What follows belongs to an exercise in optimizing a design on an open flow for small area and a short achievable clock period; a production flow would make more cautious choices. Function was not checked in any run shown here: the RTL went through the layout flow alone. No activity file was given, so power comes from the tool's default toggle rates.

**config.mk**
```make
export PLATFORM = sky130hd
export DESIGN_NAME = kcpsm3
export DESIGN_NICKNAME = kcpsm3
export VERILOG_FILES = /design/flow/design.v
export SDC_FILE = /design/flow/constraint.sdc
export NUM_CORES = 4
export LEC_CHECK = 0
export ABC_CLOCK_PERIOD_IN_PS = 2600
export CAP_MARGIN = 20
export CORE_MARGIN = 2
export CORE_UTILIZATION = 55
export SETUP_SLACK_MARGIN = 4.4
export SLEW_MARGIN = 20
export TNS_END_PERCENT = 5
```
**constraint.sdc**
```tcl
create_clock -name core_clock -period 7.0 [get_ports {clk}]
set_input_delay 1.4000 -clock core_clock [delete_from_list [all_inputs] [get_ports {clk}]]
set_output_delay 1.4000 -clock core_clock [all_outputs]
set_load 0.01 [all_outputs]
```
**design.v**
```verilog
`timescale 1 ps / 1ps
module kcpsm3(
  output [9:0]  address,
  input  [17:0] instruction,
  output [7:0]  port_id,
  output        write_strobe,
  output [7:0]  out_port,
  output        read_strobe,
  input  [7:0]  in_port,
  input         interrupt,
  output        interrupt_ack,
  input         reset,
  input         clk);
  wire [17:0] ins = instruction;
  wire [3:0]  top4 = ins[17:14];
  wire [2:0]  top3 = ins[17:15];
  reg reset_delay, internal_reset, t_state;
  always @(posedge clk) begin
    reset_delay    <= reset;
    internal_reset <= reset | reset_delay;
    t_state        <= ~t_state & ~internal_reset;
  end
  reg carry_flag, zero_flag;
  reg clean_int, active_interrupt, int_ack, int_enable, shadow_carry, shadow_zero;
  wire int_update = active_interrupt | (ins[17] & ins[16] & ins[15]);
  always @(posedge clk) begin
    clean_int        <= interrupt & ~internal_reset;
    active_interrupt <= ~internal_reset & t_state & clean_int & int_enable & ~active_interrupt;
    int_ack          <= active_interrupt;
    if (active_interrupt) begin
      shadow_carry <= carry_flag;
      shadow_zero  <= zero_flag;
    end
    if (internal_reset)
      int_enable <= 1'b0;
    else if (int_update)
      int_enable <= ~active_interrupt & ins[0] & ~int_ack;
  end
  assign interrupt_ack = int_ack;
  wire condition_met = ins[11] ? (ins[10] ? ~carry_flag : carry_flag)
                               : (ins[10] ? ~zero_flag  : zero_flag);
  wire move_group = (top4 == 4'b1100) | (top4 == 4'b1101) | (top4 == 4'b1110) | (top4 == 4'b1010);
  wire taken      = move_group & (~ins[12] | condition_met);
  wire call_op    = (top4 == 4'b1100);
  wire ret_op     = (top4 == 4'b1010) | (top4 == 4'b1110);
  reg  [9:0] pc;
  reg  [9:0] tos;
  wire [9:0] pc_inc = pc + 10'd1;
  wire [9:0] vector = ins[15] ? tos : ins[9:0];
  always @(posedge clk)
    if (internal_reset)        pc <= 10'd0;
    else if (active_interrupt) pc <= 10'h3FF;
    else if (~t_state)         pc <= taken ? vector : pc_inc;
  assign address = pc;
  wire push = ~internal_reset & ~t_state & (active_interrupt | (call_op & taken));
  wire pop  = ~internal_reset & ~t_state & ~active_interrupt & ret_op & taken;
  reg  [4:0] sp;
  reg  [9:0] stack_mem [0:28];
  wire [31:0] sp_sel = 32'd1 << sp;
  reg  [9:0] stack_rd;
  integer k;
  always @(*) begin
    stack_rd = 10'd0;
    for (k = 0; k < 29; k = k + 1)
      stack_rd = stack_rd | ({10{sp_sel[k]}} & stack_mem[k]);
  end
  always @(posedge clk) begin
    if (internal_reset) sp <= 5'd30;
    else if (push)      sp <= sp + 5'd1;
    else if (pop)       sp <= sp - 5'd1;
    if (push)     tos <= active_interrupt ? pc : pc_inc;
    else if (pop) tos <= stack_rd;
  end
  genvar g;
  generate
    for (g = 0; g < 29; g = g + 1) begin : stk
      always @(posedge clk)
        if (push && sp_sel[(g + 31) % 32]) stack_mem[g] <= tos;
    end
  endgenerate
  reg  [7:0] regs [0:15];
  wire [15:0] x_sel = 16'd1 << ins[11:8];
  wire [15:0] y_sel = 16'd1 << ins[7:4];
  reg  [7:0] sx, sy;
  always @(*) begin
    sx = 8'd0;
    sy = 8'd0;
    for (k = 0; k < 16; k = k + 1) begin
      sx = sx | ({8{x_sel[k]}} & regs[k]);
      sy = sy | ({8{y_sel[k]}} & regs[k]);
    end
  end
  reg  [7:0] sx_q, op2_q;
  reg  [17:13] iq;       
  reg  cin_q;            
  always @(posedge clk) begin
    sx_q  <= sx;
    op2_q <= ins[12] ? sy : ins[7:0];
    iq    <= ins[17:13];
    cin_q <= ins[14] ^ (ins[13] & carry_flag);
  end
  assign out_port = sx_q;
  assign port_id  = op2_q;
  wire [7:0] a = sx_q;
  wire [7:0] b = op2_q;
  wire [3:0] qtop4 = iq[17:14];
  wire [2:0] qtop3 = iq[17:15];
  reg [7:0] logical;
  always @(*)
    case (iq[14:13])
      2'b00: logical = b;
      2'b01: logical = a & b;
      2'b10: logical = a | b;
      default: logical = a ^ b;
    endcase
  wire [8:0] sum = {1'b0, a} + {1'b0, b ^ {8{iq[14]}}} + {8'd0, cin_q};
  wire       arith_carry = sum[8] ^ iq[14];
  wire shift_in = b[2] ? (b[1] ? b[0] : a[0]) : (b[1] ? a[7] : carry_flag);
  wire [7:0] shifted = b[3] ? {shift_in, a[7:1]} : {a[6:0], shift_in};
  wire shift_carry = b[3] ? a[0] : a[7];
  reg  [7:0] scratch [0:63];
  wire [7:0] s_lo = 8'd1 << b[2:0];
  wire [7:0] s_hi = 8'd1 << b[5:3];
  reg  [63:0] s_sel;
  reg  [7:0] fetched;
  always @(*) begin
    fetched = 8'd0;
    for (k = 0; k < 64; k = k + 1) begin
      s_sel[k] = s_hi[k / 8] & s_lo[k % 8];
      fetched = fetched | ({8{s_sel[k]}} & scratch[k]);
    end
  end
  wire sel_input = (qtop4 == 4'b0001);
  wire sel_arith = iq[16] & (iq[15] | iq[14]);
  wire [7:0] result = iq[17]    ? shifted :
                      sel_input ? (iq[13] ? fetched : in_port) :
                      sel_arith ? sum[7:0] : logical;
  wire reg_type  = (qtop3 == 3'b000) | (qtop3 == 3'b001) | (qtop3 == 3'b011) | (qtop3 == 3'b100);
  wire reg_en    = t_state & ~int_ack & reg_type;
  wire mem_en    = t_state & ~int_ack & (qtop3 == 3'b101) & iq[14] & iq[13];
  wire flag_type = (qtop4 == 4'b0010) | (qtop4 == 4'b0011) | (qtop4 == 4'b0100) | (qtop4 == 4'b0101) |
                   (qtop4 == 4'b0110) | (qtop4 == 4'b0111) | (qtop4 == 4'b1000) | (qtop4 == 4'b1110);
  wire flag_en   = t_state & flag_type;
  wire parity    = ^(a & b);
  wire new_carry = iq[17] ? (iq[15] ? shadow_carry : shift_carry)
                 : iq[16] ? ((~iq[15] & ~iq[14]) ? parity : arith_carry) : 1'b0;
  wire new_zero  = (iq[17] & iq[16]) ? shadow_zero : (result == 8'd0);
  always @(posedge clk) begin
    for (k = 0; k < 16; k = k + 1)
      if (reg_en & x_sel[k]) regs[k] <= result;
    for (k = 0; k < 64; k = k + 1)
      if (mem_en & s_sel[k]) scratch[k] <= a;
    if (internal_reset) begin
      carry_flag <= 1'b0;
      zero_flag  <= 1'b0;
    end else if (flag_en) begin
      carry_flag <= new_carry;
      zero_flag  <= new_zero;
    end
  end
  wire io_decode = ~t_state & ~active_interrupt & ~ins[16] & ins[14] & ~ins[13];
  reg  ws, rs;
  always @(posedge clk) begin
    ws <= ~internal_reset & io_decode & ins[17] & ins[15];
    rs <= ~internal_reset & io_decode & ~ins[17] & ~ins[15];
  end
  assign write_strobe = ws;
  assign read_strobe  = rs;
endmodule
```
**run.sh**
```bash
#!/bin/bash
# synth_recipe.tcl (not shown) runs the flow's synth.tcl, then flattens the netlist and writes it again
# the make line also repeats each setting of config.mk as NAME=value (left out here)
make -C /OpenROAD-flow-scripts/flow DESIGN_CONFIG=/design/flow/config.mk WORK_HOME=/design/flow/orfs CLKGATE_MAP_FILE= SYNTH_SCRIPT=/design/flow/synth_recipe.tcl finish
```
==> metrics.yaml, run 1 <==
setup_path:
  critPathArrivalTime_ps: 3960
  cp-start-kind: "flop"
  crit_type: "flop to flop"
  critPathMaxFanout: 16
  endpoint_kind: "flop"
  worstReg2RegEnd: "regs[0][5]$_DFFE_PP_"
  rrSetupSlack_ps: 3470
  r2r_start: "op2_q[4]$_DFF_P_"
  crit_required_ps: 7420
  reg2regPathDepth: 12
synth:
  synth_area_um2: 40900
  ys_seq_area_frac: 0.716
  synth_nets: 2851
  yosys_warnings: 4
  avgSynthCellArea_um2: 14.6
  synth_ff_type: "edfxtp_1"
  yosysTopAreaCell: "edfxtp_1"
  ys_ff_latch: 990
  synth_top_cell_area_share: 0.692
  synth-edff-count: 942
  synth.most_common_cell: "edfxtp_1"
  ys_async_sr_fraction: 0
  syn_inst: 2792
  synth_commonest_cells: "edfxtp_1, nor2_1, a22oi_1"
  synth_area_leaders: "edfxtp_1, a22oi_1, dfxtp_1"
  yosysUniqueCellTypes: 88
routing:
  num_vias: 31200
  antenna_left: 0
  wl_per_cell_um: 40.2
  drcViolationCount: 0
  wirelength_um: 166000
  first_iter_violations: 6657
  viasPerCell: 7.53
  firstDrtPassIters: 7
finish:
  fin_nets: 3142
  area_growth_pct: 23.2
  drive_gt1_frac: 0.235
cts:
  cts_buffers: 101
  clockRootBuffer: "clkbuf_16"
  cts_sinks: 990
  clk_pin_slew_ps: 60
  cts_max_path_buffers: 3
  cts_tree: "built"
  clock_latency_ps: 680
  htree_levels: 3
floorplanning:
  die_x_um: 277
  die_h_um: 277
  placementRows: 99
  io_pins: 58
  core_area_um2: 73200
  dieArea_um2: 76500
  initial_core_util: 0.558
timing:
  finalSetupTns_ps: 0
  period_share: 0.505
  drv_slew: 0
  setup_violations: 0
  fmax_mhz: 283
  rsz0062_at_grt: "true"
  tightest_slew_ps: 1300
  layout_setup_ws_ps: 3470
  hold_viol: 0
  fin_crit_ps: 3530
  whs_ps: 429
  worst_clock_skew_ps: 30.2
  slew_headroom: 0.129
worst_hold_path:
  min-delay-start: "reset_delay$_DFF_P_"
  hold-path-endpoint: "internal_reset$_DFF_P_"
  whs_path_depth: 1
  hp-class: "flop to flop"
placed_design:
  portBuffers: 57
  place_ws_ps: 1850
  place_congestion: 1.05
  hpwl_um: 102000
global_route:
  antenna_found_initial: 11
  track_usage: 0.425
  grt_pass1_vias: 28800
  overflow: 0
  grt_pass1_wl_um: 227000
  grt_max_degree: 65
pwr:
  power_density_nw_per_um2: 271
  ir_worst_vdd_uv: 249
  power_leakage_nw: 17.1
flow_run:
  maxCapViolations: 0
status:
  status: "finished clean"
-- worst max-delay path by stage --
stage / from / end / slack, ps / cells after the start
finish: op2_q[4]$_DFF_P_ / regs[0][5]$_DFFE_PP_ / 3470 / 12
CTS: op2_q[5]$_DFF_P_ / zero_flag$_SDFFE_PP0P_ / 3710 / 10
floorplan: instruction[11] / sp[4]$_SDFFE_PP1P_ / 3410 / 14
global placement: instruction[12] / sp[3]$_SDFFE_PP1P_ / 1740 / 11
detailed placement: instruction[12] / sp[3]$_SDFFE_PP1P_ / 1850 / 11
global route: instruction[11] / sp[4]$_SDFFE_PP1P_ / 3500 / 16
-- state kept, by name, summed over array words and instances, names as in the netlist, 5 cells and up --
signal     cells
tos           10
iq             5
regs         128
sp             5
stack_mem    290
scratch      512
pc            10
sx_q           8
op2_q          8
-- metrics by stage --
step                      utilization  total power [W]  cell area (µm²)  cells
after global placement          0.592          0.00775            43300   3774
after global routing            0.687           0.0139            50300   4132
after CTS                       0.679           0.0135            49700   4096
after detailed placement        0.593          0.00776            43400   3779
after floorplan                     -          0.00730            41000   2792
final                           0.687           0.0136            50300   4139
-- layer usage --
metal  vias to the layer above  track usage  share of wire
li1                      11900            -              -
met1                     15300        0.593           0.36
met2                      3222        0.590           0.41
met3                       639        0.187           0.18
met4                        18        0.151          0.050
met5                         -       0.0394         0.0034
-- placed cells by master, fill, tap and decap left out, drive strengths merged, types with 23 or more instances in the layout --
cell type and n:
a22oi 171, a221oi 45, clkdlybuf4s50 44, inv 41
buf 289, and3 64, ha 27, and2 23
dfxtp 48, clkbuf 134, a32oi 50, nand3 170
mux2i 48, o21ai 48, a22o 44, nor2 178
a21oi 74, nand4 70, nor4 36, clkinv 41
nor3 107, edfxtp 942, nor2b 25, nand2 94
-- area by class of cell --
| cell class | instances | area [µm²] |
|---|---|---|
| inverters | 40 | 161 |
| flip-flops and latches | 990 | 29300 |
| clock buffers | 131 | 2740 |
| clock inverters | 60 | 604 |
| multi-input cells | 1591 | 12300 |
| diodes | 9 | 22.5 |
| well taps | 959 | 1200 |
| repair buffers | 359 | 4030 |
| fillers | 4927 | 22900 |
-- kinds of logic (layout without fill, tap and decap cells) --
kind of cell               after synthesis  count (layout)  synth area share
AOI/OAI and AO/OA                      588             590             0.109
xor gates and xnor gates                38              38           0.00815
adders and majority gates               30              30           0.00974
buffers and inverters                  220             590            0.0231
DFF                                    990             990             0.716
muxes                                   81              81            0.0247
other                                    0               9                 0
and+or+nand+nor                        845             852             0.110
-- what timing repair did --
action / 4_1_cts / 5_1_grt
cloned: 27 / 2
endpoints found under the hold margin: 0 / 0
setup endpoints to repair: 1007 / 955
setup buffers: 99 / 32
gates resized for setup: 318 / 39
pin swaps: 53 / 26
hold buffers: 0 / 0
-- critical path: stages (launching register included) --
cell and delay, ps:
dfxtp_4 380, buf_8 160, buf_12 130, and2_4 150, buf_12 150, buf_16 130, nand3_1 100, nand4_1 180
nor4_4 590, nand4_1 540, o21ai_4 410, clkinvlp_4 160, buf_12 160
-- power by group --
group	switching, W	internal (W)
logic	0.000979	0.000553
registers	0.0000421	0.00658
clock network	0.00237	0.00311
==> inputs of run 2 (changes only) <==
--- a/design.v
+++ b/design.v
@@ -144,7 +144,11 @@
   wire parity    = ^(a & b);
   wire new_carry = iq[17] ? (iq[15] ? shadow_carry : shift_carry)
                  : iq[16] ? ((~iq[15] & ~iq[14]) ? parity : arith_carry) : 1'b0;
-  wire new_zero  = (iq[17] & iq[16]) ? shadow_zero : (result == 8'd0);
+  wire [7:0] bb = b ^ {8{iq[14]}};
+  wire [7:0] zero_carry = {a[6:0] | bb[6:0], cin_q};
+  wire arith_zero = &(~(a ^ bb ^ zero_carry));
+  wire new_zero  = iq[17] ? (iq[16] ? shadow_zero : (shifted == 8'd0))
+                          : (sel_arith ? arith_zero : (logical == 8'd0));
   always @(posedge clk) begin
     for (k = 0; k < 16; k = k + 1)
       if (reg_en & x_sel[k]) regs[k] <= result;
==> run 2 against run 1 <==
Die area shrank 0.89%; core utilization shrank 0.65 points; flip-flop and latch count is the same; synthesized cell count shrank 2.0%; clock power is essentially flat; combinational power shrank 7%; clock-buffer cell count shrank 13; register-to-register slack gained 190 ps; global-route usage shrank 0.72 points.
==> metrics.yaml, run 2 <==
setup_path:
  crit_required_ps: 7360
  crit_type: "flop to flop"
  critPathArrivalTime_ps: 3710
  critPathMaxFanout: 8
  endpoint_kind: "flop"
  cp-start-kind: "flop"
floorplanning:
  dieArea_um2: 75800
  core_area_um2: 73000
  initial_core_util: 0.555
  die_x_um: 275
  io_pins: 58
  placementRows: 99
  die_h_um: 275
timing:
  fin_crit_ps: 3350
  drv_slew: 0
  worst_clock_skew_ps: 43.1
  period_share: 0.478
  setup_violations: 0
  hold_viol: 0
  fmax_mhz: 299
  finalSetupTns_ps: 0
  tightest_slew_ps: 1190
  rsz0062_at_grt: "true"
  slew_headroom: 0.202
cts:
  clockRootBuffer: "clkbuf_16"
  htree_levels: 3
  clock_latency_ps: 690
  clk_pin_slew_ps: 70
  cts_tree: "built"
  cts_hold_buf: 0
  cts_buffers: 100
  cts_max_path_buffers: 3
  cts_sinks: 990
synth:
  synth_area_um2: 40500
  synth_ff_type: "edfxtp_1"
  yosysTopAreaCell: "edfxtp_1"
  synth.most_common_cell: "edfxtp_1"
  syn_inst: 2737
  synth_area_leaders: "edfxtp_1, a22oi_1, dfxtp_1"
  synth_nets: 2803
  synth_commonest_cells: "edfxtp_1, a22oi_1, nor2_1"
  avgSynthCellArea_um2: 14.8
  ys_seq_area_frac: 0.722
  synth-edff-count: 942
  yosysUniqueCellTypes: 79
  ys_async_sr_fraction: 0
  ys_ff_latch: 990
  yosys_warnings: 4
  synth_top_cell_area_share: 0.699
worst_hold_path:
  hp-class: "flop to flop"
finish:
  layout_commonest_cell: "edfxtp_1"
  fillers: 4970
  final_cell_mix: "edfxtp_1, buf_4, a22oi_1"
  area_growth_pct: 22.7
  drive_gt1_frac: 0.248
  top_register: "scratch"
  largest_reg_flops: 512
  fin_util: 0.681
  fin_nets: 3109
  reg_top3: "scratch x512, stack_mem x290, regs x128"
pwr:
  ir_worst_vdd_uv: 238
  power_leakage_nw: 16.6
  power_density_nw_per_um2: 273
global_route:
  track_usage: 0.418
  antenna_found_initial: 5
  grt_pass1_wl_um: 218000
  overflow: 0
  grt_max_degree: 68
  grt_pass1_vias: 27800
status:
  status: "finished clean"
routing:
  wl_per_cell_um: 39.4
  antenna_left: 0
  firstDrtPassIters: 7
  first_iter_violations: 6083
  num_vias: 30100
  viasPerCell: 7.36
  drcViolationCount: 0
  wirelength_um: 161000
placed_design:
  portBuffers: 57
  place_congestion: 1.03
  hpwl_um: 99400
flow_run:
  maxCapViolations: 0
[run 2: cell count changes in the layout (fill, tap and decap cells not counted), moves of 13 or more]
cell | before | now
nand3_1 | 159 | 62
a32oi_1 | 41 | 89
nand2_1 | 93 | 138
and3_1 | 60 | 26
a22oi_2 | 6 | 38
nor2_1 | 137 | 160
buf_4 | 211 | 232
and2_4 | 3 | 18
buf_12 | 41 | 27
and2_1 | 19 | 6
nor3_4 | 21 | 8
[run 2: critical path, stage by stage (launching register included)]
cell,delay (ps)
dfxtp_4,440
buf_12,140
buf_4,120
nor4b_4,60
buf_8,150
and2_4,170
a32oi_4,250
nand4_1,470
nor4_4,730
a21o_4,280
o311ai_4,190
[run 2: layer usage]
layer,wire length [µm],GRT usage,vias to the layer above
li1,-,-,11700
met1,57800,0.576,14900
met2,66800,0.590,2917
met3,27200,0.178,596
met4,9010,0.162,10
met5,307,0,-
[run 2: through the flow]
step           total power, W  hold WS, ps  instances  setup slack [ps]  cell area [µm²]
2_1_floorplan         0.00730          392       2737              3140            40700
3_3_place_gp          0.00772          397       3739              2040            43000
3_5_place_dp          0.00774          414       3740              2000            43000
4_1_cts                0.0134          428       4029              3730            48600
5_1_grt                0.0138          444       4086              3590            49700
6_report               0.0135          429       4088              3650            49700
[run 2: report_power, final]
part | internal (W) | switching [W] | total, W
combinational | 0.000511 | 0.000923 | 0.00143
clock | 0.00313 | 0.00235 | 0.00548
sequential | 0.00658 | 0.0000499 | 0.00663
[run 2: area by class of cell]
cell class | count | area [µm²] | area share
multi-input combinational | 1542 | 12000 | 0.241
clock inverter | 68 | 642 | 0.0129
tap | 959 | 1200 | 0.0242
timing repair buffer | 364 | 3700 | 0.0745
inverter | 45 | 175 | 0.00353
clock buffer | 118 | 2670 | 0.0538
antenna | 2 | 5.00 | 0.000101
sequential | 990 | 29300 | 0.590
[run 2: worst paths after layout]
path / cells after the start / slack [ps] / start / to
hold / removal: 1 / 430 / reset_delay$_DFF_P_ / internal_reset$_DFF_P_
setup reg to reg: 10 / 3650 / op2_q[2]$_DFF_P_ / regs[12][7]$_DFFE_PP_
setup / recovery: 10 / 3650 / op2_q[2]$_DFF_P_ / regs[12][7]$_DFFE_PP_
hold reg to reg: 1 / 430 / reset_delay$_DFF_P_ / internal_reset$_DFF_P_
[run 2: kinds of logic (layout without fill, tap and decap cells)]
kind of cell | after synthesis | in the layout | synth area share
muxes | 74 | 74 | 0.0229
AOI/OAI and AO/OA | 657 | 661 | 0.122
and+or+nand+nor | 721 | 722 | 0.0889
buffers and inverters | 210 | 595 | 0.0213
DFF | 990 | 990 | 0.722
adders and majority gates | 37 | 37 | 0.0120
other | 0 | 2 | 0
xor gates and xnor gates | 48 | 48 | 0.0104
[run 2: repair_timing]
action | CTS | global route
gates resized for setup | 255 | 142
pin swaps | 50 | 42
endpoints found under the setup margin | 1046 | 1124
cloned | 15 | 4
buffers inserted | 88 | 53
==> inputs of run 3 (changes only) <==
==> flow/run.sh (new file) <==
#!/bin/bash
# Own layout flow: the standard flow (standard.sh, unchanged synthesis), with the
# port buffers made of a faster buffer cell and gate sizing not limited to cells of the
# same footprint. Everything else, including the constraints, is the standard flow's.
set -euo pipefail
bash standard.sh \
  MATCH_CELL_FOOTPRINT=0 \
  "BUFFER_PORTS_ARGS=-buffer_cell sky130_fd_sc_hd__buf_4" \
  finish > standard_flow.log 2>&1
==> standard.sh (new file) <==
#!/bin/bash
# synth_recipe.tcl (not shown) runs the flow's synth.tcl, then flattens the netlist and writes it again
# the make line also repeats each setting of config.mk as NAME=value (left out here)
make -C /OpenROAD-flow-scripts/flow DESIGN_CONFIG=/design/flow/config.mk WORK_HOME=/design/flow/orfs CLKGATE_MAP_FILE= SYNTH_SCRIPT=/design/flow/synth_recipe.tcl "${@:-finish}"
removed: run.sh
==> run 3 against run 2 <==
Global-route usage shrank 1.2 points; non-clock buffer count is 43 lower; combinational power shrank about 10%; first-iteration DRC count shrank 4.5%; worst hold slack got worse by 8.5 ps; maximum frequency fell by 4.6%; total power decreased by 0.81%; flip-flop and latch count is the same; critical endpoint is now regs[2][4]$_DFFE_PP_; largest power group unchanged.
==> metrics.yaml, run 3 <==
pwr:
  ir_worst_vdd_uv: 274
  power_leakage_nw: 16.1
  power_density_nw_per_um2: 276
cts:
  cts_buffers: 101
  cts_max_path_buffers: 3
  cts_sinks: 990
  htree_levels: 3
  clk_pin_slew_ps: 60
  cts_tree: "built"
  clockRootBuffer: "clkbuf_16"
  clock_latency_ps: 680
finish:
  fin_cells: 4049
  drive_gt1_frac: 0.251
  reg_top3: "scratch x512, stack_mem x290, regs x128"
  largest_reg_flops: 512
  finish.instance_area_um2: 48800
  fillers: 5111
  top_register: "scratch"
  area_growth_pct: 20.4
  layout_commonest_cell: "edfxtp_1"
  final_cell_mix: "edfxtp_1, buf_4, a22oi_1"
  fin_nets: 3069
placed_design:
  portBuffers: 57
  dpl.cell_count: 3722
  place_congestion: 1.02
  hpwl_um: 97600
  placed_cell_area_um2: 42800
timing:
  hold_viol: 0
  rsz0062_at_grt: "true"
  worst_clock_skew_ps: 25.0
  fin_crit_ps: 3510
  tightest_slew_ps: 1250
  whs_ps: 420
  setup_violations: 0
  fmax_mhz: 285
  drv_slew: 0
  finalSetupTns_ps: 0
  period_share: 0.501
  slew_headroom: 0.165
synth:
  syn_inst: 2737
  synth_top_cell_area_share: 0.699
  synth_commonest_cells: "edfxtp_1, a22oi_1, nor2_1"
  synth_ff_type: "edfxtp_1"
  ys_seq_area_frac: 0.722
  synth-edff-count: 942
  synth_area_leaders: "edfxtp_1, a22oi_1, dfxtp_1"
  synth_area_um2: 40500
  yosysTopAreaCell: "edfxtp_1"
  ys_ff_latch: 990
  avgSynthCellArea_um2: 14.8
  synth_nets: 2803
  ys_async_sr_fraction: 0
  yosys_warnings: 4
  yosysUniqueCellTypes: 79
  synth.most_common_cell: "edfxtp_1"
global_route:
  grt_pass1_vias: 27400
  grt_pass1_wl_um: 212000
  track_usage: 0.406
  antenna_found_initial: 8
  grt_max_degree: 73
  overflow: 0
routing:
  wl_per_cell_um: 38.4
  antenna_left: 0
  viasPerCell: 7.34
  wirelength_um: 156000
  drcViolationCount: 0
  first_iter_violations: 5810
  firstDrtPassIters: 9
  num_vias: 29700
setup_path:
  crit_buf_inv: 1
  reg2regPathDepth: 8
  crit_required_ps: 7380
  cp-start-kind: "flop"
  worstReg2RegEnd: "regs[2][4]$_DFFE_PP_"
  path_delay_family: "simple AND/OR/NAND/NOR gates"
  critical-path-slowest-cell: "nor4_4"
  rrSetupSlack_ps: 3490
  endpoint_kind: "flop"
  r2r_start: "op2_q[4]$_DFF_P_"
  crit_cells: 8
  crit_chain: "and2_4 > buf_4 > and2_2 > a22oi_1 > nand4_1 > nor4_4 > a41oi_4 > a221o_2"
  crit_end: "regs[2][4]$_DFFE_PP_"
  slowest_delay_ps: 520
  critPathArrivalTime_ps: 3890
  crit_type: "flop to flop"
  critPathMaxFanout: 17
  critPathLaunch: "op2_q[4]$_DFF_P_"
floorplanning:
  initial_core_util: 0.555
  placementRows: 99
  io_pins: 58
  die_h_um: 275
  core_area_um2: 73000
  die_x_um: 275
  dieArea_um2: 75800
worst_hold_path:
  hp-class: "flop to flop"
status:
  status: "finished clean"
flow_run:
  maxCapViolations: 0
## run 3: area by class of cell
type	count	area, µm²	share of cell area
antenna	5	12.5	0.000257
clock buffer	124	2710	0.0555
clock inverter	61	663	0.0136
inverter	45	171	0.00351
multi-input combinational	1544	11800	0.243
sequential	990	29300	0.601
tap	959	1200	0.0246
timing repair buffer	321	2880	0.0591
## run 3: kinds of logic (layout without fill, tap and decap cells)
kind of cell    after synthesis  after routing  share of synthesized area
xor+xnor                     48             48                     0.0104
compound gates              657            660                      0.122
flops                       990            990                      0.722
other cells                   0              5                          0
buf+inv                     210            551                     0.0213
mux                          74             74                     0.0229
simple gates                721            725                     0.0889
fa+ha+maj                    37             37                     0.0120
## run 3: how the worst min path moves through the flow
stage                                    from                endpoint  slack (ps)  cells after the start
after floorplan           reset_delay$_DFF_P_  internal_reset$_DFF_P_         390                      1
after global placement    reset_delay$_DFF_P_  internal_reset$_DFF_P_         400                      1
after detailed placement  reset_delay$_DFF_P_  internal_reset$_DFF_P_         410                      1
after CTS                 reset_delay$_DFF_P_  internal_reset$_DFF_P_         420                      1
after global routing      reset_delay$_DFF_P_  internal_reset$_DFF_P_         440                      1
final                     reset_delay$_DFF_P_  internal_reset$_DFF_P_         420                      1
## run 3: where the power goes
group	internal, W	total, W	leakage, nW	switching (W)
sequential	0.00658	0.00664	8.89	0.0000560
clock	0.00320	0.00552	1.63	0.00232
combinational	0.000433	0.00128	5.62	0.000842
total	0.0102	0.0134	16.1	0.00322
## run 3: timing repair
item | 4_1_cts | 5_1_grt
pin swaps | 44 | 21
hold buffers | 0 | 0
gates cloned | 10 | 1
gates resized for setup | 217 | 101
setup buffers | 72 | 54
setup endpoints to repair | 988 | 1122
## run 3: through the flow
stage / utilization / worst slack [ps] / total power, W
floorplan: - / 3160 / 0.00730
global placement: 0.585 / 2170 / 0.00770
detailed placement: 0.587 / 2190 / 0.00771
CTS: 0.656 / 3620 / 0.0133
global route: 0.668 / 3580 / 0.0137
finish: 0.668 / 3490 / 0.0134
## run 3: layer usage
| layer | vias up | wire length (µm) | GRT usage | part of all wire |
|---|---|---|---|---|
| met5 | - | 310 | 0.0175 | 0.0020 |
| met2 | 2811 | 64800 | 0.568 | 0.42 |
| met4 | 10 | 7530 | 0.148 | 0.048 |
| met3 | 542 | 25800 | 0.166 | 0.17 |
| met1 | 14700 | 57200 | 0.572 | 0.37 |
| li1 | 11600 | - | - | - |
==> inputs of run 4 (changes only) <==
--- a/design.v
+++ b/design.v
@@ -55,6 +55,8 @@
   wire push = ~internal_reset & ~t_state & (active_interrupt | (call_op & taken));
   wire pop  = ~internal_reset & ~t_state & ~active_interrupt & ret_op & taken;
   reg  [4:0] sp;
+  wire [4:0] sp_up   = sp + 5'd1;
+  wire [4:0] sp_down = sp - 5'd1;
   reg  [9:0] stack_mem [0:28];
   wire [31:0] sp_sel = 32'd1 << sp;
   reg  [9:0] stack_rd;
@@ -66,8 +68,8 @@
   end
   always @(posedge clk) begin
     if (internal_reset) sp <= 5'd30;
-    else if (push)      sp <= sp + 5'd1;
-    else if (pop)       sp <= sp - 5'd1;
+    else if (push)      sp <= sp_up;
+    else if (pop)       sp <= sp_down;
     if (push)     tos <= active_interrupt ? pc : pc_inc;
     else if (pop) tos <= stack_rd;
   end
@@ -91,11 +93,26 @@
     end
   end
   reg  [7:0] sx_q, op2_q;
+  wire [7:0] op2 = ins[12] ? sy : ins[7:0];
+  reg  [7:0] s_lo, s_hi;   
   reg  [17:13] iq;       
   reg  cin_q;            
+  wire a_cycle = ~internal_reset & ~t_state;
+  wire store_op = (top3 == 3'b101) & ins[14] & ins[13];
+  wire reg_op   = (top3 == 3'b000) | (top3 == 3'b001) | (top3 == 3'b011) | (top3 == 3'b100);
+  wire flag_op  = (top4 == 4'b0010) | (top4 == 4'b0011) | (top4 == 4'b0100) | (top4 == 4'b0101) |
+                  (top4 == 4'b0110) | (top4 == 4'b0111) | (top4 == 4'b1000) | (top4 == 4'b1110);
+  reg  reg_en, mem_en, flag_en;
+  always @(posedge clk) begin
+    reg_en  <= a_cycle & ~active_interrupt & reg_op;
+    mem_en  <= a_cycle & ~active_interrupt & store_op;
+    flag_en <= a_cycle & flag_op;
+  end
   always @(posedge clk) begin
     sx_q  <= sx;
-    op2_q <= ins[12] ? sy : ins[7:0];
+    op2_q <= op2;
+    s_lo  <= 8'd1 << op2[2:0];
+    s_hi  <= 8'd1 << op2[5:3];
     iq    <= ins[17:13];
     cin_q <= ins[14] ^ (ins[13] & carry_flag);
   end
@@ -104,7 +121,6 @@
   wire [7:0] a = sx_q;
   wire [7:0] b = op2_q;
   wire [3:0] qtop4 = iq[17:14];
-  wire [2:0] qtop3 = iq[17:15];
   reg [7:0] logical;
   always @(*)
     case (iq[14:13])
@@ -119,15 +135,18 @@
   wire [7:0] shifted = b[3] ? {shift_in, a[7:1]} : {a[6:0], shift_in};
   wire shift_carry = b[3] ? a[0] : a[7];
   reg  [7:0] scratch [0:63];
-  wire [7:0] s_lo = 8'd1 << b[2:0];
-  wire [7:0] s_hi = 8'd1 << b[5:3];
   reg  [63:0] s_sel;
-  reg  [7:0] fetched;
+  reg  [7:0] fetched, row;
+  integer j;
   always @(*) begin
     fetched = 8'd0;
-    for (k = 0; k < 64; k = k + 1) begin
-      s_sel[k] = s_hi[k / 8] & s_lo[k % 8];
-      fetched = fetched | ({8{s_sel[k]}} & scratch[k]);
+    for (j = 0; j < 8; j = j + 1) begin
+      row = 8'd0;
+      for (k = 0; k < 8; k = k + 1) begin
+        s_sel[j * 8 + k] = s_hi[j] & s_lo[k];
+        row = row | ({8{s_lo[k]}} & scratch[j * 8 + k]);
+      end
+      fetched = fetched | ({8{s_hi[j]}} & row);
     end
   end
   wire sel_input = (qtop4 == 4'b0001);
@@ -135,12 +154,6 @@
   wire [7:0] result = iq[17]    ? shifted :
                       sel_input ? (iq[13] ? fetched : in_port) :
                       sel_arith ? sum[7:0] : logical;
-  wire reg_type  = (qtop3 == 3'b000) | (qtop3 == 3'b001) | (qtop3 == 3'b011) | (qtop3 == 3'b100);
-  wire reg_en    = t_state & ~int_ack & reg_type;
-  wire mem_en    = t_state & ~int_ack & (qtop3 == 3'b101) & iq[14] & iq[13];
-  wire flag_type = (qtop4 == 4'b0010) | (qtop4 == 4'b0011) | (qtop4 == 4'b0100) | (qtop4 == 4'b0101) |
-                   (qtop4 == 4'b0110) | (qtop4 == 4'b0111) | (qtop4 == 4'b1000) | (qtop4 == 4'b1110);
-  wire flag_en   = t_state & flag_type;
   wire parity    = ^(a & b);
   wire new_carry = iq[17] ? (iq[15] ? shadow_carry : shift_carry)
                  : iq[16] ? ((~iq[15] & ~iq[14]) ? parity : arith_carry) : 1'b0;
--- a/config.mk
+++ b/config.mk
@@ -9,6 +9,8 @@
 export CAP_MARGIN = 20
 export CORE_MARGIN = 2
 export CORE_UTILIZATION = 55
-export SETUP_SLACK_MARGIN = 4.4
+export CTS_CLUSTER_DIAMETER = 60
+export CTS_CLUSTER_SIZE = 30
+export SETUP_SLACK_MARGIN = 4.0
 export SLEW_MARGIN = 20
-export TNS_END_PERCENT = 5
+export TNS_END_PERCENT = 100
==> run 4 against run 3 <==
Synthesized cell count down 3.6%; sequential power up 2%; clock power down 19%; clock skew up 17 ps; highest routed layer unchanged.
==> metrics.yaml, run 4 <==
synth:
  yosys_warnings: 4
  synth_commonest_cells: "edfxtp_1, a22oi_1, clkbuf_1"
  synth_area_leaders: "edfxtp_1, a22oi_1, dfxtp_1"
  yosysTopAreaCell: "edfxtp_1"
  synth_nets: 2705
  synth_top_cell_area_share: 0.699
  ys_async_sr_fraction: 0
  yosysUniqueCellTypes: 75
  ys_ff_latch: 1009
  syn_inst: 2639
  synth_ff_type: "edfxtp_1"
  synth.most_common_cell: "edfxtp_1"
  synth-edff-count: 942
  synth_area_um2: 40500
  avgSynthCellArea_um2: 15.3
  ys_seq_area_frac: 0.732
setup_path:
  endpoint_kind: "flop"
  crit_required_ps: 7390
  rrSetupSlack_ps: 3850
  cp-start-kind: "flop"
  crit_buf_inv: 2
  critPathArrivalTime_ps: 3530
  path_delay_family: "compound AO/OA/AOI/OAI gates"
  crit_chain: "buf_12 > a22oi_2 > nand4_1 > a222oi_1 > nand3_1 > o221ai_2 > a31oi_4 > buf_6"
  slowest_delay_ps: 940
  crit_type: "flop to flop"
  critPathMaxFanout: 12
  critical-path-slowest-cell: "a222oi_1"
timing:
  setup_violations: 0
  rsz0062_at_grt: "true"
  fin_crit_ps: 3150
  fmax_mhz: 318
  worst_clock_skew_ps: 42.4
  slew_headroom: 0.150
  drv_slew: 0
  layout_setup_ws_ps: 3850
  hold_viol: 0
  finalSetupTns_ps: 0
  tightest_slew_ps: 1260
  period_share: 0.449
finish:
  largest_reg_flops: 512
  area_growth_pct: 15.2
  final_cell_mix: "edfxtp_1, a22oi_1, buf_4"
  top_register: "scratch"
  fin_nets: 2798
  layout_commonest_cell: "edfxtp_1"
  antennaDiodeCount: 0
  reg_top3: "scratch x512, stack_mem x290, regs x128"
  drive_gt1_frac: 0.176
cts:
  cts_sinks: 1009
  clock_latency_ps: 660
  cts_max_path_buffers: 3
  cts_hold_buf: 0
  cts_buffers: 66
  clk_pin_slew_ps: 90
  clockRootBuffer: "clkbuf_16"
  cts_tree: "built"
  htree_levels: 3
global_route:
  grt_max_degree: 72
  overflow: 0
  track_usage: 0.340
  grt_pass1_wl_um: 182000
  antenna_found_initial: 1
  grt_pass1_vias: 24600
pwr:
  power_density_nw_per_um2: 269
  ir_worst_vdd_uv: 206
  power_leakage_nw: 15.2
routing:
  drcViolationCount: 0
  antenna_left: 0
  wirelength_um: 130000
  num_vias: 26400
  wl_per_cell_um: 34.6
  firstDrtPassIters: 6
  viasPerCell: 7.04
  first_iter_violations: 3829
status:
  status: "finished clean"
floorplanning:
  die_x_um: 275
  dieArea_um2: 75800
  core_area_um2: 73000
  die_h_um: 275
  io_pins: 58
  initial_core_util: 0.555
  placementRows: 99
placed_design:
  portBuffers: 57
  place_ws_ps: 2650
  hpwl_um: 75200
  place_congestion: 0.985
worst_hold_path:
  hp-class: "flop to flop"
flow_run:
  maxCapViolations: 0
[run 4: cell types whose count changed after synthesis, moves of 21 or more]
cell | before | now
a22o_1 | 48 | 12
clkbuf_1 | 114 | 145
nand4_1 | 58 | 83
nor3_1 | 91 | 34
nand2_1 | 142 | 72
and3_1 | 28 | 80
a32oi_1 | 100 | 10
o21ai_0 | 55 | 34
nor2b_1 | 22 | 48
a22oi_1 | 215 | 425
nand3_1 | 66 | 45
nor2_1 | 201 | 115
a221oi_1 | 47 | 13
a21oi_1 | 77 | 48
[run 4: layout make-up]
cell class,instances,area (µm²)
clock buffers,70,1730
clock inverters,52,779
fillers,5255,26300
inverters,45,176
multi-input cells,1407,10600
flip-flops and latches,1009,29700
well taps,959,1200
repair buffers,203,2460
[run 4: logic make-up after synthesis]
family	share of synthesized area
adders and majority gates	0.0120
AOI/OAI and AO/OA	0.125
buffers and inverters	0.0219
DFF	0.732
and+or+nand+nor	0.0736
xor gates and xnor gates	0.00930
muxes	0.0265
[run 4: where the power goes]
| group | internal [W] | leakage (nW) | total, W | switching [W] |
|---|---|---|---|---|
| clock | 0.00209 | 1.20 | 0.00449 | 0.00241 |
| sequential | 0.00668 | 9.01 | 0.00675 | 0.0000691 |
| combinational | 0.000481 | 5.04 | 0.00130 | 0.000820 |
| total | 0.00925 | 15.2 | 0.0125 | 0.00330 |
[run 4: per-stage QoR]
stage / power (W) / instances / hold slack, ps / utilization / area [µm²]
3_5_place_dp: 0.00786 / 3528 / 412 / 0.576 / 42100
6_report: 0.0125 / 3745 / 424 / 0.640 / 46700
3_3_place_gp: 0.00785 / 3527 / 402 / 0.576 / 42100
5_1_grt: 0.0128 / 3745 / 453 / 0.640 / 46700
2_1_floorplan: 0.00744 / 2639 / 385 / - / 40800
4_1_cts: 0.0125 / 3727 / 433 / 0.633 / 46200
[run 4: path summary, 6_finish.rpt]
| check | startpoint | cells past startpoint | endpoint |
|---|---|---|---|
| worst min-delay path | reset_delay$_DFF_P_ | 1 | internal_reset$_DFF_P_ |
| worst min register to register | reset_delay$_DFF_P_ | 1 | internal_reset$_DFF_P_ |
| worst max-delay path | s_lo[1]$_SDFF_PP0_ | 8 | regs[11][2]$_DFFE_PP_ |
| worst max register to register | s_lo[1]$_SDFF_PP0_ | 8 | regs[11][2]$_DFFE_PP_ |
[run 4: repair_timing]
| item | in CTS | in global routing |
|---|---|---|
| setup endpoints to repair | 524 | 230 |
| gates resized for setup | 143 | 55 |
| pin swaps | 18 | 29 |
| buffers inserted | 56 | 15 |
| cloned | 21 | 3 |
[run 4: per-layer routing]
layer,vias up,wire length (µm),GRT usage,share of wire
met5,-,126,0,0.00097
met4,4,4470,0.102,0.035
met3,265,13900,0.0591,0.11
met2,1819,60100,0.536,0.46
met1,13400,51000,0.489,0.39
li1,10900,-,-,-
==> inputs of run 5 (changes only) <==
--- a/config.mk
+++ b/config.mk
@@ -11,6 +11,6 @@
 export CORE_UTILIZATION = 55
 export CTS_CLUSTER_DIAMETER = 60
 export CTS_CLUSTER_SIZE = 30
-export SETUP_SLACK_MARGIN = 4.0
+export SETUP_SLACK_MARGIN = 4.4
 export SLEW_MARGIN = 20
-export TNS_END_PERCENT = 100
+export TNS_END_PERCENT = 20
==> run 5 against run 4 <==
Sequential share of layout area decreased by 0.28 points; critical path depth unchanged; flip-flop and latch count unchanged; highest routed layer is now met4; combinational power about the same; first-iteration DRC count increased by 19%; still clean on timing, DRC and antenna; worst hold slack improved by 4.3 ps.
==> metrics.yaml, run 5 <==
status:
  status: "finished clean"
synth:
  yosysUniqueCellTypes: 75
  synth_ff_type: "edfxtp_1"
  synth_top_cell_area_share: 0.699
  yosysTopAreaCell: "edfxtp_1"
  synth.most_common_cell: "edfxtp_1"
  synthXorXnorAreaFrac: 0.00930
  synthSimpleGateAreaFrac: 0.0736
  synth_commonest_cells: "edfxtp_1, a22oi_1, clkbuf_1"
  ys_ff_latch: 1009
  muxShareOfSynthArea: 0.0265
  synth-edff-count: 942
  ys_seq_area_frac: 0.732
  synth_top_family_by_area: "compound AO/OA/AOI/OAI gates"
  avgSynthCellArea_um2: 15.3
  yosys_warnings: 4
  ys_async_sr_fraction: 0
  synth_area_um2: 40500
  syn_inst: 2639
  synth_nets: 2705
  synth_compound_area_frac: 0.125
  synthAdderAreaFrac: 0.0120
  synth_area_leaders: "edfxtp_1, a22oi_1, dfxtp_1"
timing:
  finalSetupTns_ps: 0
  hold_viol: 0
  drv_slew: 0
  worst_clock_skew_ps: 37.0
  whs_ps: 429
  setup_violations: 0
  fin_crit_ps: 3130
  period_share: 0.447
  tightest_slew_ps: 1100
  fmax_mhz: 320
  rsz0062_at_grt: "true"
  slew_headroom: 0.260
routing:
  num_vias: 26700
  route.met3.wl_um: 15800
  firstDrtPassIters: 9
  drcViolationCount: 0
  wirelength_um: 135000
  first_iter_violations: 4559
  dr.max_layer_used: "met4"
  antenna_left: 0
  wl_met2_um: 61500
  wl_per_cell_um: 35.8
  met1_length_um: 52700
  viasPerCell: 7.07
flow_run:
  maxCapViolations: 0
global_route:
  grt_pass1_vias: 24400
  antenna_found_initial: 1
  grt_pass1_wl_um: 185000
  grt_max_degree: 71
  overflow: 0
  track_usage: 0.346
worst_hold_path:
  whs_path_depth: 1
  min-delay-start: "reset_delay$_DFF_P_"
  hold-path-endpoint: "internal_reset$_DFF_P_"
  hp-class: "flop to flop"
cts:
  cts_tree: "built"
  cts_buffers: 58
  clock_latency_ps: 670
  htree_levels: 2
  clk_pin_slew_ps: 90
  cts_sinks: 1009
  cts_max_path_buffers: 3
  clockRootBuffer: "clkbuf_16"
finish:
  top_register: "scratch"
  area_growth_pct: 15.8
  drive_gt1_frac: 0.188
  final_cell_mix: "edfxtp_1, a22oi_1, buf_4"
  fillers: 5208
  largest_reg_flops: 512
  reg_top3: "scratch x512, stack_mem x290, regs x128"
  fin_nets: 2829
  layout_commonest_cell: "edfxtp_1"
floorplanning:
  initial_core_util: 0.555
  die_x_um: 275
  placementRows: 99
  core_area_um2: 73000
  dieArea_um2: 75800
  die_h_um: 275
  io_pins: 58
setup_path:
  r2r_start: "s_lo[6]$_SDFF_PN0_"
  endpoint_kind: "flop"
  cp-start-kind: "flop"
  reg2regPathDepth: 8
  rrSetupSlack_ps: 3870
  critPathArrivalTime_ps: 3440
  crit_type: "flop to flop"
  worstReg2RegEnd: "regs[2][2]$_DFFE_PP_"
  critPathMaxFanout: 18
  crit_required_ps: 7310
pwr:
  ir_worst_vdd_uv: 227
  power_leakage_nw: 15.3
  power_density_nw_per_um2: 257
placed_design:
  hpwl_um: 76500
  place_congestion: 0.981
  portBuffers: 57
[run 5: logic make-up (layout without fill, tap and decap cells)]
family	after synthesis	after routing
multiplexers	84	84
flip-flops	1009	1009
adder cells (fa/ha/maj)	37	37
AND/OR/NAND/NOR	559	559
other	0	1
XOR/XNOR	43	43
AO/OA/AOI/OAI	682	685
buffers and inverters	225	395
[run 5: what timing repair did]
action | CTS | global route
setup buffers | 78 | 41
setup endpoints to repair | 623 | 612
gates cloned | 14 | 11
resized for setup | 142 | 85
pin swaps | 34 | 22
hold buffers | 0 | 0
[run 5: stage by stage]
step	util	setup WS [ps]	instances	area (µm²)	power, W
finish	0.643	3870	3772	46900	0.0121
global route	0.643	3890	3771	46900	0.0124
CTS	0.629	3990	3719	45900	0.0120
detailed placement	0.576	2740	3518	42000	0.00787
global placement	0.576	2770	3518	42000	0.00786
floorplan	-	3670	2639	40800	0.00746
[run 5: layout make-up]
type / count / area [µm²] / area share
tap: 959 / 1200 / 0.0256
antenna: 1 / 2.50 / 0.0000534
clock buffer: 62 / 1490 / 0.0317
multi-input combinational: 1408 / 10800 / 0.230
inverter: 45 / 180 / 0.00384
sequential: 1009 / 29700 / 0.634
timing repair buffer: 241 / 2910 / 0.0621
clock inverter: 47 / 627 / 0.0134
[run 5: worst max path at each step]
stage | startpoint | end | slack, ps | depth (start not counted)
after floorplan | instruction[11] | sp[4]$_SDFFE_PP1P_ | 3670 | 10
after global placement | instruction[11] | sp[3]$_SDFFE_PP1P_ | 2770 | 12
after detailed placement | instruction[11] | stack_mem[22][2]$_DFFE_PP_ | 2740 | 7
after CTS | s_lo[3]$_SDFF_PP0_ | regs[2][2]$_DFFE_PP_ | 3990 | 8
after global routing | iq[14]$_DFF_P_ | regs[10][6]$_DFFE_PP_ | 3890 | 11
final | s_lo[6]$_SDFF_PN0_ | regs[2][2]$_DFFE_PP_ | 3870 | 8
[run 5: critical path, cell delays in order, from the launching register on]
cell      delay, ps
dfxtp_4         390
buf_12          170
a22oi_2         150
nand4_1         230
a222oi_1        830
nand3_1         340
o221ai_4        260
buf_12          170
a31oi_4         210
[run 5: power breakdown]
group | total, W | switching [W] | internal [W]
Sequential | 0.00678 | 0.0000981 | 0.00668
Combinational | 0.00132 | 0.000826 | 0.000497
Clock | 0.00396 | 0.00222 | 0.00174
Total | 0.0121 | 0.00315 | 0.00892
[run 5: per-layer routing]
layer,vias up,global-route usage
met2,1928,0.534
met1,13500,0.511
met5,-,0
met4,0,0.102
li1,10900,-
met3,262,0.0566
==> inputs of run 6 (changes only) <==
--- a/design.v
+++ b/design.v
@@ -77,7 +77,7 @@
   generate
     for (g = 0; g < 29; g = g + 1) begin : stk
       always @(posedge clk)
-        if (push && sp_sel[(g + 31) % 32]) stack_mem[g] <= tos;
+        if (sp_sel[(g + 31) % 32]) stack_mem[g] <= tos;
     end
   endgenerate
   reg  [7:0] regs [0:15];
@@ -96,6 +96,7 @@
   wire [7:0] op2 = ins[12] ? sy : ins[7:0];
   reg  [7:0] s_lo, s_hi;   
   reg  [17:13] iq;       
+  reg  r_shift, r_in, r_fetch, r_arith, r_logic;   
   reg  cin_q;            
   wire a_cycle = ~internal_reset & ~t_state;
   wire store_op = (top3 == 3'b101) & ins[14] & ins[13];
@@ -114,10 +115,22 @@
     s_lo  <= 8'd1 << op2[2:0];
     s_hi  <= 8'd1 << op2[5:3];
     iq    <= ins[17:13];
+    r_shift <= ins[17];
+    r_in    <= ~ins[17] & (top4[2:0] == 3'b001) & ~ins[13];
+    r_fetch <= ~ins[17] & (top4[2:0] == 3'b001) & ins[13];
+    r_arith <= ~ins[17] & ins[16] & (ins[15] | ins[14]);
+    r_logic <= ~ins[17] & ~(top4[2:0] == 3'b001) & ~(ins[16] & (ins[15] | ins[14]));
     cin_q <= ins[14] ^ (ins[13] & carry_flag);
   end
-  assign out_port = sx_q;
-  assign port_id  = op2_q;
+  wire io_op  = ~ins[16] & ins[14] & ~ins[13] & (ins[17] == ins[15]);
+  wire out_op = io_op & ins[17];
+  reg  [7:0] out_q, port_q;
+  always @(posedge clk) begin
+    out_q  <= sx  & {8{out_op}};
+    port_q <= op2 & {8{io_op}};
+  end
+  assign out_port = out_q;
+  assign port_id  = port_q;
   wire [7:0] a = sx_q;
   wire [7:0] b = op2_q;
   wire [3:0] qtop4 = iq[17:14];
@@ -149,11 +162,8 @@
       fetched = fetched | ({8{s_hi[j]}} & row);
     end
   end
-  wire sel_input = (qtop4 == 4'b0001);
-  wire sel_arith = iq[16] & (iq[15] | iq[14]);
-  wire [7:0] result = iq[17]    ? shifted :
-                      sel_input ? (iq[13] ? fetched : in_port) :
-                      sel_arith ? sum[7:0] : logical;
+  wire [7:0] result = ({8{r_shift}} & shifted) | ({8{r_in}} & in_port) | ({8{r_fetch}} & fetched) |
+                      ({8{r_arith}} & sum[7:0]) | ({8{r_logic}} & logical);
   wire parity    = ^(a & b);
   wire new_carry = iq[17] ? (iq[15] ? shadow_carry : shift_carry)
                  : iq[16] ? ((~iq[15] & ~iq[14]) ? parity : arith_carry) : 1'b0;
@@ -161,7 +171,7 @@
   wire [7:0] zero_carry = {a[6:0] | bb[6:0], cin_q};
   wire arith_zero = &(~(a ^ bb ^ zero_carry));
   wire new_zero  = iq[17] ? (iq[16] ? shadow_zero : (shifted == 8'd0))
-                          : (sel_arith ? arith_zero : (logical == 8'd0));
+                          : (r_arith ? arith_zero : (logical == 8'd0));
   always @(posedge clk) begin
     for (k = 0; k < 16; k = k + 1)
       if (reg_en & x_sel[k]) regs[k] <= result;
==> run 6 against run 5 <==
Largest cell class unchanged; still clean; die area is 1.9% higher; non-clock buffer count shrank 45; total power increased by 2.2%.
==> metrics.yaml, run 6 <==
timing:
  period_share: 0.407
  hold_viol: 0
  worst_clock_skew_ps: 45.3
  drv_slew: 0
  setup_violations: 0
  finalSetupTns_ps: 0
  slew_headroom: 0.224
  fmax_mhz: 351
  fin_crit_ps: 2850
  rsz0062_at_grt: "true"
  tightest_slew_ps: 1160
synth:
  ys_async_sr_fraction: 0
  synth_commonest_cells: "edfxtp_1, a22oi_1, clkbuf_1, nand2_1, nor2_1"
  syn_inst: 2700
  synth_area_um2: 41300
  synth.most_common_cell: "edfxtp_1"
  synthXorXnorAreaFrac: 0.00934
  ys_seq_area_frac: 0.728
  yosysUniqueCellTypes: 89
  synth_top_cell_area_share: 0.686
  muxShareOfSynthArea: 0.0258
  synth_nets: 2766
  yosysTopAreaCell: "edfxtp_1"
  synth-edff-count: 942
  synth_area_leaders: "edfxtp_1, a22oi_1, dfxtp_1"
  synthAdderAreaFrac: 0.0118
  synth_compound_area_frac: 0.123
  synth_top_family_by_area: "compound AO/OA/AOI/OAI gates"
  yosys_warnings: 4
  avgSynthCellArea_um2: 15.3
  synthSimpleGateAreaFrac: 0.0778
  synth_ff_type: "edfxtp_1"
  ys_ff_latch: 1029
floorplanning:
  die_h_um: 278
  core_area_um2: 74300
  io_pins: 58
  initial_core_util: 0.555
  die_x_um: 278
  placementRows: 100
  dieArea_um2: 77200
finish:
  fin_nets: 2854
  fin_cells: 3807
  drive_gt1_frac: 0.175
  finish.instance_area_um2: 46700
  reg_top3: "scratch x512, stack_mem x290, regs x128"
  top_register: "scratch"
  largest_reg_flops: 512
  area_growth_pct: 13.3
  layout_commonest_cell: "edfxtp_1"
  final_cell_mix: "edfxtp_1, a22oi_1, buf_4"
setup_path:
  critPathArrivalTime_ps: 3360
  critPathMaxFanout: 51
  crit_type: "input port to flop"
  endpoint_kind: "flop"
  crit_required_ps: 7510
  rrSetupSlack_ps: 4280
  cp-start-kind: "input port"
cts:
  cts_sinks: 1029
  clk_pin_slew_ps: 70
  htree_levels: 3
  cts_max_path_buffers: 3
  cts_tree: "built"
  cts_hold_buf: 0
  clock_latency_ps: 640
  clockRootBuffer: "clkbuf_16"
  cts_buffers: 66
pwr:
  p_int_w: 0.00926
  power_frac_seq: 0.561
  power_leakage_nw: 15.4
  ir_worst_vdd_uv: 229
  pwr-share-comb: 0.092
  p_sw_w: 0.00307
  swShare: 0.249
  clkPwrFrac: 0.347
  power_density_nw_per_um2: 264
placed_design:
  placed_cell_area_um2: 42900
  hpwl_um: 70300
  portBuffers: 57
  place_congestion: 0.908
  dpl.cell_count: 3615
flow_run:
  maxCapViolations: 0
global_route:
  grt_pass1_wl_um: 173000
  antenna_found_initial: 1
  grt_pass1_vias: 24700
  grt_max_degree: 73
  overflow: 0
  track_usage: 0.307
routing:
  first_iter_violations: 3761
  viasPerCell: 6.83
  firstDrtPassIters: 6
  wl_per_cell_um: 32.1
  drcViolationCount: 0
  antenna_left: 0
  wirelength_um: 122000
  num_vias: 26000
status:
  status: "finished clean"
worst_hold_path:
  hp-class: "flop to flop"
[run 6: cell types whose count changed in the layout (fill, tap and decap cells not counted), sizes merged, moves of 14 or more]
cell   before  now
a22oi     425  400
and2       24   10
buf       219  189
dfxtp      67   87
mux2       15   30
nand2      72  117
nor2b      48   29
[run 6: worst paths after layout]
check                                         start                endpoint  cells after the start
worst min-delay path            reset_delay$_DFF_P_  internal_reset$_DFF_P_                      1
worst min register to register  reset_delay$_DFF_P_  internal_reset$_DFF_P_                      1
worst max register to register       iq[14]$_DFF_P_   regs[10][7]$_DFFE_PP_                     11
worst max-delay path                 instruction[9]        out_q[0]$_DFF_P_                      6
[run 6: cell type report]
type	count	area, µm²
inverters	56	221
multi-input cells	1439	10800
well taps	969	1210
flip-flops and latches	1029	30100
clock inverters	45	566
clock buffers	72	1750
repair buffers	196	2070
fillers	5452	27600
diodes	1	2.50
[run 6: kinds of logic (layout without fill, tap and decap cells)]
kind of cell             Yosys count  after routing
multiplexers                      86             86
flip-flops                      1029           1029
adder cells (fa/ha/maj)           37             37
XOR/XNOR                          44             44
AO/OA/AOI/OAI                    674            674
buffers and inverters            232            369
AND/OR/NAND/NOR                  598            598
other                              0              1
[run 6: worst max-delay path: stages]
cell,delay (ps)
buf_6,370
inv_1,430
a32o_1,380
a22oi_1,170
o211ai_1,290
nor2b_1,240
[run 6: layer usage]
layer / GRT usage / wire length [µm] / up-vias
met5: 0 / 0 / -
met4: 0.0966 / 4370 / 0
met3: 0.0488 / 11500 / 219
met2: 0.496 / 58100 / 1533
met1: 0.433 / 48100 / 13200
li1: - / - / 11100
[run 6: power by group through the flow]
stage                     Clock, W  Combinational, W  Sequential (W)
after floorplan                  0          0.000578         0.00703
after global placement           0          0.000864         0.00712
after detailed placement         0          0.000874         0.00713
after CTS                  0.00433           0.00104         0.00693
after global routing       0.00455           0.00120         0.00692
final                      0.00428           0.00114         0.00692
[run 6: timing repair]
action,CTS,global route
gates resized for setup,103,48
endpoints found under the setup margin,385,240
pin swaps,23,18
setup buffers,42,24
cloned,2,6
[run 6: metrics by stage]
step	total power, W	setup slack [ps]	hold slack, ps	util
3_3_place_gp	0.00798	2630	402	0.577
4_1_cts	0.0123	4210	433	0.622
3_5_place_dp	0.00800	2640	419	0.577
2_1_floorplan	0.00761	3740	392	-
5_1_grt	0.0127	4160	451	0.629
6_report	0.0123	4150	430	0.629
==> inputs of run 7 (changes only) <==
--- a/design.v
+++ b/design.v
@@ -52,22 +52,57 @@
     else if (active_interrupt) pc <= 10'h3FF;
     else if (~t_state)         pc <= taken ? vector : pc_inc;
   assign address = pc;
+  function [4:0] lfsr_state(input integer n);
+    case (n)
+      0: lfsr_state = 5'h01;
+      1: lfsr_state = 5'h02;
+      2: lfsr_state = 5'h04;
+      3: lfsr_state = 5'h09;
+      4: lfsr_state = 5'h12;
+      5: lfsr_state = 5'h05;
+      6: lfsr_state = 5'h0b;
+      7: lfsr_state = 5'h16;
+      8: lfsr_state = 5'h0c;
+      9: lfsr_state = 5'h19;
+      10: lfsr_state = 5'h13;
+      11: lfsr_state = 5'h07;
+      12: lfsr_state = 5'h0f;
+      13: lfsr_state = 5'h1f;
+      14: lfsr_state = 5'h1e;
+      15: lfsr_state = 5'h1c;
+      16: lfsr_state = 5'h18;
+      17: lfsr_state = 5'h11;
+      18: lfsr_state = 5'h03;
+      19: lfsr_state = 5'h06;
+      20: lfsr_state = 5'h0d;
+      21: lfsr_state = 5'h1b;
+      22: lfsr_state = 5'h17;
+      23: lfsr_state = 5'h0e;
+      24: lfsr_state = 5'h1d;
+      25: lfsr_state = 5'h1a;
+      26: lfsr_state = 5'h15;
+      27: lfsr_state = 5'h0a;
+      28: lfsr_state = 5'h14;
+      29: lfsr_state = 5'h08;
+      30: lfsr_state = 5'h10;
+      default: lfsr_state = 5'h00;
+    endcase
+  endfunction
   wire push = ~internal_reset & ~t_state & (active_interrupt | (call_op & taken));
   wire pop  = ~internal_reset & ~t_state & ~active_interrupt & ret_op & taken;
   reg  [4:0] sp;
-  wire [4:0] sp_up   = sp + 5'd1;
-  wire [4:0] sp_down = sp - 5'd1;
+  wire [4:0] sp_up   = {sp[3:0], sp[4] ^ sp[2]};
+  wire [4:0] sp_down = {sp[0] ^ sp[3], sp[4:1]};
   reg  [9:0] stack_mem [0:28];
-  wire [31:0] sp_sel = 32'd1 << sp;
   reg  [9:0] stack_rd;
   integer k;
   always @(*) begin
     stack_rd = 10'd0;
     for (k = 0; k < 29; k = k + 1)
-      stack_rd = stack_rd | ({10{sp_sel[k]}} & stack_mem[k]);
-  end
-  always @(posedge clk) begin
-    if (internal_reset) sp <= 5'd30;
+      stack_rd = stack_rd | ({10{sp == lfsr_state(k + 2)}} & stack_mem[k]);
+  end
+  always @(posedge clk) begin
+    if (internal_reset) sp <= lfsr_state(0);
     else if (push)      sp <= sp_up;
     else if (pop)       sp <= sp_down;
     if (push)     tos <= active_interrupt ? pc : pc_inc;
@@ -77,7 +112,7 @@
   generate
     for (g = 0; g < 29; g = g + 1) begin : stk
       always @(posedge clk)
-        if (sp_sel[(g + 31) % 32]) stack_mem[g] <= tos;
+        if (sp == lfsr_state(g + 1)) stack_mem[g] <= tos;
     end
   endgenerate
   reg  [7:0] regs [0:15];
@@ -94,7 +129,6 @@
   end
   reg  [7:0] sx_q, op2_q;
   wire [7:0] op2 = ins[12] ? sy : ins[7:0];
-  reg  [7:0] s_lo, s_hi;   
   reg  [17:13] iq;       
   reg  r_shift, r_in, r_fetch, r_arith, r_logic;   
   reg  cin_q;            
@@ -112,8 +146,6 @@
   always @(posedge clk) begin
     sx_q  <= sx;
     op2_q <= op2;
-    s_lo  <= 8'd1 << op2[2:0];
-    s_hi  <= 8'd1 << op2[5:3];
     iq    <= ins[17:13];
     r_shift <= ins[17];
     r_in    <= ~ins[17] & (top4[2:0] == 3'b001) & ~ins[13];
@@ -148,6 +180,8 @@
   wire [7:0] shifted = b[3] ? {shift_in, a[7:1]} : {a[6:0], shift_in};
   wire shift_carry = b[3] ? a[0] : a[7];
   reg  [7:0] scratch [0:63];
+  wire [7:0] s_lo = 8'd1 << b[2:0];
+  wire [7:0] s_hi = 8'd1 << b[5:3];
   reg  [63:0] s_sel;
   reg  [7:0] fetched, row;
   integer j;
==> run 7 against run 6 <==
Clock power is 2% higher; sequential share of layout area shrank 4.1 points; flip-flop and latch count decreased by 16; critical path type is now flop to flop; critical endpoint is now regs[2][3]$_DFFE_PP_; still clean.
==> metrics.yaml, run 7 <==
setup_path:
  crit_required_ps: 7390
  endpoint_kind: "flop"
  critPathArrivalTime_ps: 3470
  critPathMaxFanout: 8
  crit_type: "flop to flop"
  cp-start-kind: "flop"
cts:
  clock_latency_ps: 660
  clockRootBuffer: "clkbuf_16"
  cts_tree: "built"
  htree_levels: 3
  cts_sinks: 1013
  clk_pin_slew_ps: 90
  cts_buffers: 66
  cts_max_path_buffers: 3
pwr:
  power_leakage_nw: 16.2
  power_density_nw_per_um2: 258
  ir_worst_vdd_uv: 308
status:
  status: "finished clean"
synth:
  ys_ff_latch: 1013
  synth_area_leaders: "edfxtp_1, mux4_2, dfxtp_1"
  ys_async_sr_fraction: 0
  synth.most_common_cell: "edfxtp_1"
  synth_area_um2: 42000
  syn_inst: 2725
  ys_seq_area_frac: 0.708
  yosys_warnings: 4
  synth_nets: 2787
  yosysTopAreaCell: "edfxtp_1"
  synth_ff_type: "edfxtp_1"
  yosysUniqueCellTypes: 80
  synth_top_cell_area_share: 0.674
  avgSynthCellArea_um2: 15.4
  synth_commonest_cells: "edfxtp_1, nor2_1, a22oi_1"
  synth-edff-count: 942
finish:
  antennaDiodeCount: 0
  drive_gt1_frac: 0.259
  area_growth_pct: 17.5
  top_register: "scratch"
  layout_commonest_cell: "edfxtp_1"
  fin_nets: 2971
  largest_reg_flops: 512
  reg_top3: "scratch x512, stack_mem x290, regs x128"
  final_cell_mix: "edfxtp_1, buf_4, a22oi_1"
  fillers: 5312
floorplanning:
  placementRows: 101
  io_pins: 58
  initial_core_util: 0.555
  die_x_um: 280
  die_h_um: 280
  dieArea_um2: 78500
  core_area_um2: 75700
timing:
  layout_setup_ws_ps: 3920
  fmax_mhz: 325
  worst_clock_skew_ps: 41.6
  slew_headroom: 0.0992
  rsz0062_at_grt: "true"
  setup_violations: 0
  period_share: 0.440
  hold_viol: 0
  finalSetupTns_ps: 0
  fin_crit_ps: 3080
  drv_slew: 0
  tightest_slew_ps: 1350
global_route:
  antenna_found_initial: 3
  overflow: 0
  grt_pass1_wl_um: 187000
  track_usage: 0.334
  grt_pass1_vias: 26300
  grt_max_degree: 71
placed_design:
  portBuffers: 57
  place_ws_ps: 2580
  hpwl_um: 76000
  place_congestion: 0.943
routing:
  wl_per_cell_um: 34.4
  viasPerCell: 6.99
  firstDrtPassIters: 10
  wirelength_um: 136000
  drcViolationCount: 0
  num_vias: 27600
  antenna_left: 0
  first_iter_violations: 4247
worst_hold_path:
  hp-class: "flop to flop"
flow_run:
  maxCapViolations: 0
[run 7: cell count changes in the layout (fill, tap and decap cells not counted), moves of 33 or more]
cell      change
a21oi_1      +33
a221oi_1     +39
a22oi_1     -240
and3_1       -60
buf_4        +55
mux2_2       +47
mux4_2       +59
nand4_1      -70
[run 7: metal layers]
metal | global-route usage | wire length, µm
met1 | 0.454 | 50800
met4 | 0.162 | 7230
met5 | 0 | 0
met2 | 0.520 | 62800
met3 | 0.0657 | 14700
[run 7: kinds of logic (layout without fill, tap and decap cells)]
family | count (synthesis) | count (layout) | share of synthesized area
compound gates | 602 | 606 | 0.106
buf+inv | 221 | 455 | 0.0231
fa+ha+maj | 33 | 33 | 0.0102
mux | 216 | 216 | 0.0753
flops | 1013 | 1013 | 0.708
xor+xnor | 42 | 42 | 0.00876
simple gates | 598 | 598 | 0.0685
[run 7: final timing paths]
| kind | to | slack, ps | from | cells past startpoint |
|---|---|---|---|---|
| min reg2reg | internal_reset$_DFF_P_ | 420 | reset_delay$_DFF_P_ | 1 |
| max reg2reg | regs[2][3]$_DFFE_PP_ | 3920 | op2_q[0]$_DFF_P_ | 9 |
| min | internal_reset$_DFF_P_ | 420 | reset_delay$_DFF_P_ | 1 |
| max | regs[2][3]$_DFFE_PP_ | 3920 | op2_q[0]$_DFF_P_ | 9 |
[run 7: report_power, final]
| part | switching (W) | leakage (nW) | internal, W | total (W) |
|---|---|---|---|---|
| sequential | 0.0000537 | 9.12 | 0.00671 | 0.00676 |
| clock | 0.00230 | 1.13 | 0.00207 | 0.00437 |
| combinational | 0.000989 | 5.93 | 0.000599 | 0.00159 |
| total | 0.00335 | 16.2 | 0.00937 | 0.0127 |
[run 7: area by class of cell]
type                       instances  area [µm²]  area share
sequential                      1013       29800       0.604
multi-input combinational       1495       12600       0.255
timing repair buffer             282        3160      0.0642
clock buffer                      70        1710      0.0347
tap                              978        1220      0.0248
clock inverter                    52         647      0.0131
inverter                          51         218     0.00441
[run 7: critical path: stages, from the launching register on]
cell,delay (ps)
dfxtp_4,440
buf_16,180
buf_8,160
mux2_2,360
a22oi_2,250
o221ai_2,170
a211oi_4,390
o211ai_1,230
buf_4,220
a221o_2,410
[run 7: through the flow]
stage	area [µm²]	utilization	std cells	total power, W	hold slack (ps)
2_1_floorplan	42200	-	2725	0.00761	392
3_3_place_gp	43700	0.577	3670	0.00800	402
3_5_place_dp	43700	0.577	3670	0.00802	409
4_1_cts	47900	0.633	3866	0.0126	427
5_1_grt	49300	0.651	3941	0.0130	435
6_report	49300	0.651	3941	0.0127	422
[run 7: timing repair]
| item | in CTS | in global routing |
|---|---|---|
| pin swaps | 22 | 33 |
| endpoints found under the setup margin | 880 | 704 |
| setup buffers | 58 | 63 |
| cloned | 16 | 11 |
| resized for setup | 228 | 152 |
| hold buffers | 0 | 0 |

## re-timing with driven ports
In the flow no input, the clock included, has a driving cell. The finished layouts below were timed again as built, in two steps. Step 1 assumes that a clkbuf_16 drives the clock port and a buf_2 every other input. Step 2 moves the port delays by t, midway between the first and last clock arrival at a register: inputs arrive t later, outputs are due t later. That takes back most of the time a late clock gives input paths. Slacks: ideal ports / drivers / drivers and shift; pairs: ideal ports / drivers.
| run | t, ns | setup WS [ns] | hold slack, ns | worst setup path after step 2 | clock arrival spread, ns |
|---|---|---|---|---|---|
| run 1 | 0.736 | 3.466 / 3.466 / 2.933 | 0.429 / 0.429 / 0.429 | input to register | 0.030 / 0.031 |
| run 2 | 0.737 | 3.653 / 3.653 / 2.973 | 0.429 / 0.429 / 0.429 | input to register | 0.043 / 0.044 |
| run 3 | 0.730 | 3.494 / 3.494 / 2.891 | 0.420 / 0.420 / 0.420 | input to register | 0.027 / 0.027 |
| run 4 | 0.706 | 3.855 / 3.855 / 3.167 | 0.424 / 0.424 / 0.424 | input to register | 0.058 / 0.058 |
| run 5 | 0.718 | 3.874 / 3.860 / 3.143 | 0.429 / 0.429 / 0.429 | input to register | 0.037 / 0.037 |
| run 6 | 0.679 | 4.151 / 4.118 / 3.439 | 0.430 / 0.430 / 0.430 | input to register | 0.048 / 0.048 |
| run 7 | 0.709 | 3.923 / 3.923 / 3.264 | 0.422 / 0.422 / 0.422 | input to register | 0.043 / 0.042 |
After both steps every run listed still meets setup and hold. The setup slack of run 5, which loses most, moves by -0.014 ns with the drivers and by -0.731 ns with both steps.
